Context: an optimization exercise on an open-source flow, tuned for small area. The choices shown serve that exercise and are no tape-out recipe. Where RTL was checked, it was by simulation tests only, not by an equivalence proof against the original. No driver is modelled on the clock port, so clock power and skew are understated where the tree is cut down; a real chip needs a root buffer or a tree. Power figures rest on the tool's default switching activity, not on a simulated workload.

## old
// Tetris
module Tetris(
    I_CLK,
    I_KEY_UP,
    I_KEY_DOWN,
    I_KEY_LEFT,
    I_KEY_RIGHT,
    I_RESET,
    O_RED,
    O_GREEN,
    O_BLUE,
    O_HSYNC,
    O_VSYNC,
    O_LED_KUP,
    O_LED_KDOWN,
    O_LED_KLEFT,
    O_LED_KRIGHT,
    display_data,
    draw_finish
);
input I_CLK;
input I_KEY_UP;
input I_KEY_DOWN;
input I_KEY_LEFT;
input I_KEY_RIGHT;
input I_RESET;
output O_RED;
output O_GREEN;
output O_BLUE;
output O_HSYNC;
output O_VSYNC;
output O_LED_KUP;
output O_LED_KDOWN;
output O_LED_KLEFT;
output O_LED_KRIGHT;
output draw_finish;
output display_data;
wire [3:0] rise;
wire [4:0] disp_row;
wire [2:0] disp_col;
wire pre_finish;
assign O_LED_KUP = I_KEY_UP;
assign O_LED_KDOWN = I_KEY_DOWN;
assign O_LED_KLEFT = I_KEY_LEFT;
assign O_LED_KRIGHT = I_KEY_RIGHT;
KEY_PRESS up_key_event    (.clk(I_CLK), .rst(I_RESET), .key_sw(I_KEY_UP),    .rise(rise[0]));
KEY_PRESS down_key_event  (.clk(I_CLK), .rst(I_RESET), .key_sw(I_KEY_DOWN),  .rise(rise[1]));
KEY_PRESS left_key_event  (.clk(I_CLK), .rst(I_RESET), .key_sw(I_KEY_LEFT),  .rise(rise[2]));
KEY_PRESS right_key_event (.clk(I_CLK), .rst(I_RESET), .key_sw(I_KEY_RIGHT), .rise(rise[3]));
VGA vga_controller
(
    .vga_clk(I_CLK),
    .rst(I_RESET),
    .disp_row(disp_row),
    .disp_col(disp_col),
    .redOut(O_RED),
    .greenOut(O_GREEN),
    .blueOut(O_BLUE),
    .hsync(O_HSYNC),
  ...
Size in the first run: roughly 570 cells after synthesis, roughly 17 I/O pins, ~0.0046 sq mm of cells after synthesis.
==> flow/config.mk <==
export PLATFORM = sky130hd
export DESIGN_NAME = Tetris
export DESIGN_NICKNAME = Tetris
export VERILOG_FILES = /design/flow/design.v
export SDC_FILE = /design/flow/constraint.sdc
export NUM_CORES = 4
export LEC_CHECK = 0
export CAP_MARGIN = 0
export CORE_MARGIN = 2
export CORE_UTILIZATION = 70
export CTS_BUF_LIST = sky130_fd_sc_hd__clkbuf_8
export CTS_CLUSTER_DIAMETER = 500
export CTS_CLUSTER_SIZE = 100
export SLEW_MARGIN = 0
==> flow/constraint.sdc <==
create_clock -name core_clock -period 40.0 [get_ports {I_CLK}]
set_input_delay 8.0000 -clock core_clock [delete_from_list [all_inputs] [get_ports {I_CLK}]]
set_output_delay 8.0000 -clock core_clock [all_outputs]
set_load 0.01 [all_outputs]
standard.sh (not shown) runs the stock make flow with config.mk's settings and CLKGATE_MAP_FILE= SYNTH_SCRIPT=/design/flow/synth_recipe.tcl, a recipe that flattens the netlist after the stock synthesis.
==> flow/flow/run.sh <==
#!/bin/bash
# Own layout flow: the standard synthesis, then the combinational logic between the
# flip-flops re-mapped for area with ABC (the flip-flops are kept as they are), checked
# for equivalence, then the standard layout steps.
set -euo pipefail
WORK=$(pwd -P)
R=$WORK/orfs/results/sky130hd/Tetris/base
LIB=$FLOW_HOME/platforms/sky130hd/lib/sky130_fd_sc_hd__tt_025C_1v80.lib
YOSYS=$FLOW_HOME/../tools/install/yosys/bin/yosys
[[ -x $YOSYS ]] || YOSYS=yosys
DONTUSE="-dont_use *probe* -dont_use *lpflow*"

bash standard.sh $R/1_2_yosys.v > $WORK/log_synth.txt 2>&1
cp $R/1_2_yosys.v $WORK/netlist_std.v

sed -e "s#{LIB}#$LIB#g; s#{IN}#$WORK/netlist_std.v#; s#{OUT}#$WORK/netlist_reopt.v#; s#{SCRIPT}#$WORK/flow/abc.script#; s#{DONTUSE}#$DONTUSE#" \
  flow/reopt.ys > $WORK/reopt_run.ys
if $YOSYS -s $WORK/reopt_run.ys > $WORK/log_reopt.txt 2>&1; then
  sed 's/^module Tetris(/module gold(/' $WORK/netlist_std.v > $WORK/eq_gold.v
  sed 's/^module Tetris(/module gate(/' $WORK/netlist_reopt.v > $WORK/eq_gate.v
  sed -e "s#{LIB}#$LIB#g; s#{GOLD}#$WORK/eq_gold.v#; s#{GATE}#$WORK/eq_gate.v#" flow/equiv.ys > $WORK/equiv_run.ys
  if $YOSYS -s $WORK/equiv_run.ys > $WORK/log_equiv.txt 2>&1; then
    cp $WORK/netlist_reopt.v $R/1_2_yosys.v
    echo "re-mapped netlist used" > $WORK/reopt_status.txt
  else
    echo "re-mapped netlist not equivalent; standard netlist kept" > $WORK/reopt_status.txt
  fi
else
  echo "re-mapping failed; standard netlist kept" > $WORK/reopt_status.txt
fi
touch $R/1_2_yosys.v

# Port buffers of the smallest buffer; a clock tree without dummy loads.
export BUFFER_PORTS_ARGS="-inputs -outputs -buffer_cell sky130_fd_sc_hd__buf_1"
export CTS_ARGS="-sink_clustering_enable -repair_clock_nets -sink_clustering_size 100 -sink_clustering_max_diameter 500 -buf_list sky130_fd_sc_hd__clkbuf_8 -dont_use_dummy_load"
bash standard.sh finish > $WORK/log_layout.txt 2>&1
Other scripts of this flow, unchanged in this note and not shown: flow/flow/abc.script, flow/flow/equiv.ys, flow/flow/reopt.ys
diff inputs: old => new
-- flow/flow/run.sh --
<<< old, line 32

# Port buffers of the smallest buffer; a clock tree without dummy loads.
export BUFFER_PORTS_ARGS="-inputs -outputs -buffer_cell sky130_fd_sc_hd__buf_1"
export CTS_ARGS="-sink_clustering_enable -repair_clock_nets -sink_clustering_size 100 -sink_clustering_max_diameter 500 -buf_list sky130_fd_sc_hd__clkbuf_8 -dont_use_dummy_load"
bash standard.sh finish > $WORK/log_layout.txt 2>&1
>>> new, line 32

bash standard.sh finish > $WORK/log_layout.txt 2>&1
## What came out
new against old: clock network fraction of design power moved up, minimum setup slack in the final design down 800 ps, total non-filler cell area in the finished layout rose 6.8%.
The worst-path cell with the longest stage delay comes out clkdlybuf4s50_1 in one run and buf_1 in the other, namely in new and old respectively.

Tetris, a different RTL version from the one above (not shown whole).
For scale: roughly 17 I/O pins, ~4300 µm² of cells after synthesis.
==> flow/config.mk <==
export PLATFORM = sky130hd
export DESIGN_NAME = Tetris
export DESIGN_NICKNAME = Tetris
export VERILOG_FILES = /design/flow/design.v
export SDC_FILE = /design/flow/constraint.sdc
export NUM_CORES = 4
export LEC_CHECK = 0
export CAP_MARGIN = 0
export CORE_MARGIN = 2
export CORE_UTILIZATION = 70
export CTS_BUF_LIST = sky130_fd_sc_hd__clkbuf_8
export CTS_CLUSTER_DIAMETER = 500
export CTS_CLUSTER_SIZE = 100
export SLEW_MARGIN = 0
==> flow/constraint.sdc <==
create_clock -name core_clock -period 40.0 [get_ports {I_CLK}]
set_input_delay 8.0000 -clock core_clock [delete_from_list [all_inputs] [get_ports {I_CLK}]]
set_output_delay 8.0000 -clock core_clock [all_outputs]
set_load 0.01 [all_outputs]
==> flow/flow/run.sh <==
#!/bin/bash
# Own layout flow: the standard synthesis, then the combinational logic between the
# flip-flops re-mapped for area with ABC (the flip-flops are kept as they are): several
# seeded runs, the smallest one that Yosys proves equivalent to the standard netlist is
# used. Then the standard layout steps, with the smallest port buffers and a two-level
# clock tree of a few large buffers.
set -uo pipefail
WORK=$(pwd -P)
R=$WORK/orfs/results/sky130hd/Tetris/base
LIB=$FLOW_HOME/platforms/sky130hd/lib/sky130_fd_sc_hd__tt_025C_1v80.lib
YOSYS=$FLOW_HOME/../tools/install/yosys/bin/yosys
[[ -x $YOSYS ]] || YOSYS=yosys
DONTUSE="-dont_use *probe* -dont_use *lpflow*"

bash standard.sh $R/1_2_yosys.v > $WORK/log_synth.txt 2>&1 || exit 1
cp $R/1_2_yosys.v $WORK/netlist_std.v
sed 's/^module Tetris(/module gold(/' $WORK/netlist_std.v > $WORK/eq_gold.v

# re-mapping runs, 6 at a time
i=0
for run in nf:1 nf:2 nf:3 nf:4 nf:5 nf:6 nf:7 nf:8 nf:9 nf:10 nf:11 nf:12 \
           amap:1 amap:2 amap:3 amap:4 amap:5 amap:6; do
  kind=${run%%:*}; seed=${run##*:}
  i=$((i + 1))
  sed "s/{SEED}/$seed/" flow/abc_$kind.script > $WORK/abc_run_$i.script
  sed -e "s#{LIB}#$LIB#g; s#{IN}#$WORK/netlist_std.v#; s#{OUT}#$WORK/netlist_reopt_$i.v#; s#{SCRIPT}#$WORK/abc_run_$i.script#; s#{DONTUSE}#$DONTUSE#" \
    flow/reopt.ys > $WORK/reopt_run_$i.ys
  $YOSYS -s $WORK/reopt_run_$i.ys > $WORK/log_reopt_$i.txt 2>&1 &
  if (( i % 6 == 0 )); then wait; fi
done
wait

# candidates by area, smallest first
: > $WORK/reopt_areas.txt
for j in $(seq 1 $i); do
  a=$(grep "Chip area for module" $WORK/log_reopt_$j.txt | tail -1 | awk '{print $NF}')
  [[ -n "$a" && -s $WORK/netlist_reopt_$j.v ]] && echo "$a $j" >> $WORK/reopt_areas.txt
done
echo "standard netlist kept" > $WORK/reopt_status.txt
for j in $(sort -g $WORK/reopt_areas.txt | awk '{print $2}'); do
  sed 's/^module Tetris(/module gate(/' $WORK/netlist_reopt_$j.v > $WORK/eq_gate.v
  sed -e "s#{LIB}#$LIB#g; s#{GOLD}#$WORK/eq_gold.v#; s#{GATE}#$WORK/eq_gate.v#" flow/equiv.ys > $WORK/equiv_run.ys
  if $YOSYS -s $WORK/equiv_run.ys > $WORK/log_equiv_$j.txt 2>&1; then
    cp $WORK/netlist_reopt_$j.v $R/1_2_yosys.v
    echo "re-mapped netlist $j used" > $WORK/reopt_status.txt
    break
  fi
done
touch $R/1_2_yosys.v

# Port buffers of the smallest buffer; a two-level clock tree of a few large buffers.
export BUFFER_PORTS_ARGS="-inputs -outputs -buffer_cell sky130_fd_sc_hd__buf_1"
export PRE_CTS_TCL=$WORK/flow/cts_tree.tcl
export CTS_TREE_LEAVES=4
export CTS_TREE_ROOT=sky130_fd_sc_hd__clkbuf_4
export CTS_TREE_LEAF=sky130_fd_sc_hd__clkbuf_16
export CTS_TREE_MAX_SLEW=0.118
bash standard.sh finish > $WORK/log_layout.txt 2>&1
==> flow/flow/cts_tree.tcl <==
# Simple two-level clock tree: one root buffer fed by the clock port, K leaf buffers,
# each driving one k-means cluster of the flip-flops. Sources setRC etc. from caller.
proc build_clock_tree { clk_port_name K root_cell leaf_cell } {
  set db [ord::get_db]
  set block [ord::get_db_block]
  set clknet [[$block findBTerm $clk_port_name] getNet]
  set sinks {}
  foreach it [$clknet getITerms] {
    set inst [$it getInst]
    set bb [$inst getBBox]
    lappend sinks [list $it [expr {([$bb xMin] + [$bb xMax]) / 2.0}] [expr {([$bb yMin] + [$bb yMax]) / 2.0}]]
  }
  set n [llength $sinks]
  # k-means, seeded along x
  set sorted [lsort -real -index 1 $sinks]
  set cx {}; set cy {}
  for {set k 0} {$k < $K} {incr k} {
    set s [lindex $sorted [expr {int(($k + 0.5) * $n / $K)}]]
    lappend cx [lindex $s 1]; lappend cy [lindex $s 2]
  }
  for {set iter 0} {$iter < 30} {incr iter} {
    set cap [expr {($n + $K - 1) / $K}]
    set sx [lrepeat $K 0.0]; set sy [lrepeat $K 0.0]; set cnt [lrepeat $K 0]
    set assign [lrepeat $n -1]
    # balanced assignment: sinks nearest to some centre first, each to the nearest centre with room
    set order {}
    set i 0
    foreach s $sinks {
      set bd 1e30
      for {set k 0} {$k < $K} {incr k} {
        set d [expr {abs([lindex $s 1] - [lindex $cx $k]) + abs([lindex $s 2] - [lindex $cy $k])}]
        if {$d < $bd} { set bd $d }
      }
      lappend order [list $i $bd]
      incr i
    }
    foreach o [lsort -real -index 1 $order] {
      set i [lindex $o 0]
      set s [lindex $sinks $i]
      set best -1; set bd 1e30
      for {set k 0} {$k < $K} {incr k} {
        if {[lindex $cnt $k] >= $cap} continue
        set d [expr {abs([lindex $s 1] - [lindex $cx $k]) + abs([lindex $s 2] - [lindex $cy $k])}]
        if {$d < $bd} { set bd $d; set best $k }
      }
      lset assign $i $best
      lset sx $best [expr {[lindex $sx $best] + [lindex $s 1]}]
      lset sy $best [expr {[lindex $sy $best] + [lindex $s 2]}]
      lset cnt $best [expr {[lindex $cnt $best] + 1}]
    }
    for {set k 0} {$k < $K} {incr k} {
      if {[lindex $cnt $k] > 0} {
        lset cx $k [expr {[lindex $sx $k] / [lindex $cnt $k]}]
        lset cy $k [expr {[lindex $sy $k] / [lindex $cnt $k]}]
      }
    }
  }
  puts "clock tree: $n sinks, clusters: $cnt"
  set rootm [$db findMaster $root_cell]
  set leafm [$db findMaster $leaf_cell]
  # root buffer at the centroid of the leaf buffers
  set rx 0.0; set ry 0.0
  for {set k 0} {$k < $K} {incr k} { set rx [expr {$rx + [lindex $cx $k] / $K}]; set ry [expr {$ry + [lindex $cy $k] / $K}] }
  set root [odb::dbInst_create $block $rootm "clkbuf_root_I_CLK"]
  set rootnet [odb::dbNet_create $block "clknet_root_I_CLK"]
  $rootnet setSigType CLOCK
  [$root findITerm A] connect $clknet
  [$root findITerm X] connect $rootnet
  $root setLocation [expr {int($rx)}] [expr {int($ry)}]
  $root setPlacementStatus PLACED
  set leafnets {}
  for {set k 0} {$k < $K} {incr k} {
    set b [odb::dbInst_create $block $leafm "clkbuf_leaf_${k}_I_CLK"]
    set net [odb::dbNet_create $block "clknet_leaf_${k}_I_CLK"]
    $net setSigType CLOCK
    [$b findITerm A] connect $rootnet
    [$b findITerm X] connect $net
    $b setLocation [expr {int([lindex $cx $k])}] [expr {int([lindex $cy $k])}]
    $b setPlacementStatus PLACED
    lappend leafnets $net
  }
  set i 0
  foreach s $sinks {
    set it [lindex $s 0]
    $it disconnect
    $it connect [lindex $leafnets [lindex $assign $i]]
    incr i
  }
}

proc remove_clock_tree { clk_port_name } {
  set block [ord::get_db_block]
  set clknet [[$block findBTerm $clk_port_name] getNet]
  foreach inst [$block getInsts] {
    if {![string match "clkbuf_leaf_*_I_CLK" [$inst getName]]} continue
    set net [[$inst findITerm X] getNet]
    foreach it [$net getITerms] {
      if {[$it getInst] == $inst} continue
      $it disconnect
      $it connect $clknet
    }
    odb::dbInst_destroy $inst
    odb::dbNet_destroy $net
  }
  set root [$block findInst "clkbuf_root_I_CLK"]
  set rnet [$block findNet "clknet_root_I_CLK"]
  odb::dbInst_destroy $root
  odb::dbNet_destroy $rnet
}

proc max_clock_pin_slew { } {
  set mx 0
  foreach p [get_pins -hierarchical */CLK] {
    set v [get_property $p slew_max]
    if {$v > $mx} { set mx $v }
  }
  return $mx
}

# Sourced by ORFS's cts.tcl as PRE_CTS_TCL: its clock_tree_synthesis call builds this tree
# instead: CTS_TREE_LEAVES leaf buffers of CTS_TREE_LEAF under one CTS_TREE_ROOT buffer,
# with one more leaf while the estimated flip-flop clock slew is over CTS_TREE_MAX_SLEW (ns).
# The rest of cts.tcl (placement legalisation, timing repair) runs as usual.
proc clock_tree_synthesis { args } {
  set_propagated_clock [all_clocks]
  for {set k $::env(CTS_TREE_LEAVES)} {$k <= 12} {incr k} {
    build_clock_tree I_CLK $k $::env(CTS_TREE_ROOT) $::env(CTS_TREE_LEAF)
    detailed_placement
    estimate_parasitics -placement
    set slew [max_clock_pin_slew]
    puts "clock tree with $k leaves: estimated largest clock pin slew $slew"
    if {$slew <= $::env(CTS_TREE_MAX_SLEW) || $k == 12} break
    remove_clock_tree I_CLK
  }
}
Other scripts of this flow, unchanged in this note and not shown: flow/flow/abc_amap.script, flow/flow/abc_nf.script, flow/flow/equiv.ys, flow/flow/reopt.ys
The starting point completed with no timing, DRC or antenna violations.
==> next run, changes <==
--- a/flow/flow/run.sh
+++ b/flow/flow/run.sh
@@ -19,13 +19,13 @@
 # re-mapping runs, 6 at a time
 i=0
-for run in nf:1 nf:2 nf:3 nf:4 nf:5 nf:6 nf:7 nf:8 nf:9 nf:10 nf:11 nf:12 \
-           amap:1 amap:2 amap:3 amap:4 amap:5 amap:6; do
-  kind=${run%%:*}; seed=${run##*:}
-  i=$((i + 1))
-  sed "s/{SEED}/$seed/" flow/abc_$kind.script > $WORK/abc_run_$i.script
-  sed -e "s#{LIB}#$LIB#g; s#{IN}#$WORK/netlist_std.v#; s#{OUT}#$WORK/netlist_reopt_$i.v#; s#{SCRIPT}#$WORK/abc_run_$i.script#; s#{DONTUSE}#$DONTUSE#" \
-    flow/reopt.ys > $WORK/reopt_run_$i.ys
-  $YOSYS -s $WORK/reopt_run_$i.ys > $WORK/log_reopt_$i.txt 2>&1 &
-  if (( i % 6 == 0 )); then wait; fi
+for kind in amap nf; do
+  for seed in 1 2 3 4 5 6; do
+    i=$((i + 1))
+    sed "s/{SEED}/$seed/" flow/abc_$kind.script > $WORK/abc_run_$i.script
+    sed -e "s#{LIB}#$LIB#g; s#{IN}#$WORK/netlist_std.v#; s#{OUT}#$WORK/netlist_reopt_$i.v#; s#{SCRIPT}#$WORK/abc_run_$i.script#; s#{DONTUSE}#$DONTUSE#" \
+      flow/reopt.ys > $WORK/reopt_run_$i.ys
+    $YOSYS -s $WORK/reopt_run_$i.ys > $WORK/log_reopt_$i.txt 2>&1 &
+    if (( i % 6 == 0 )); then wait; fi
+  done
 done
 wait
@@ -55,4 +55,4 @@
 export CTS_TREE_ROOT=sky130_fd_sc_hd__clkbuf_4
 export CTS_TREE_LEAF=sky130_fd_sc_hd__clkbuf_16
-export CTS_TREE_MAX_SLEW=0.118
+export CTS_TREE_MAX_SLEW=0.115
 bash standard.sh finish > $WORK/log_layout.txt 2>&1
Effect: Fmax is unchanged; synthesized cell count is unchanged; power is unchanged; setup slack is unchanged; worst hold slack does not change.
No functional check of the RTL was part of any run of this note. In every run of this note, the design's own scripts or RTL, not TritonCTS, make the clock network.

separate check: timing with driven ports:
Ports are ideal in the flow. The routed layouts listed here were re-timed in OpenROAD.
Step 1 assumes that a clkbuf_16 drives the clock port and a buf_2 every other input.
Step 2 also shifts input and output timing later by t, the mid clock arrival at the registers, as if the neighbouring blocks saw the same clock.
Three values: no drivers, after step 1, after step 2; two values: the first two.
run | shift t [ns] | slack for setup (ns) | latest minus earliest clock arrival (ns)
old | 0.434 | 23.761 / 23.738 / 23.738 | 0.030 / 0.031
new | 0.443 | 22.957 / 22.932 / 22.932 | 0.014 / 0.014
the first run of note 2 | 0.472 | 23.716 / 23.692 / 23.692 | 0.015 / 0.015
the second run of note 2 | 0.472 | 23.716 / 23.692 / 23.692 | 0.015 / 0.015
After both steps setup and hold are still met in every run listed. For new, which loses most, drivers alone change the setup slack by -0.025 ns; drivers and shift together by -0.025 ns.
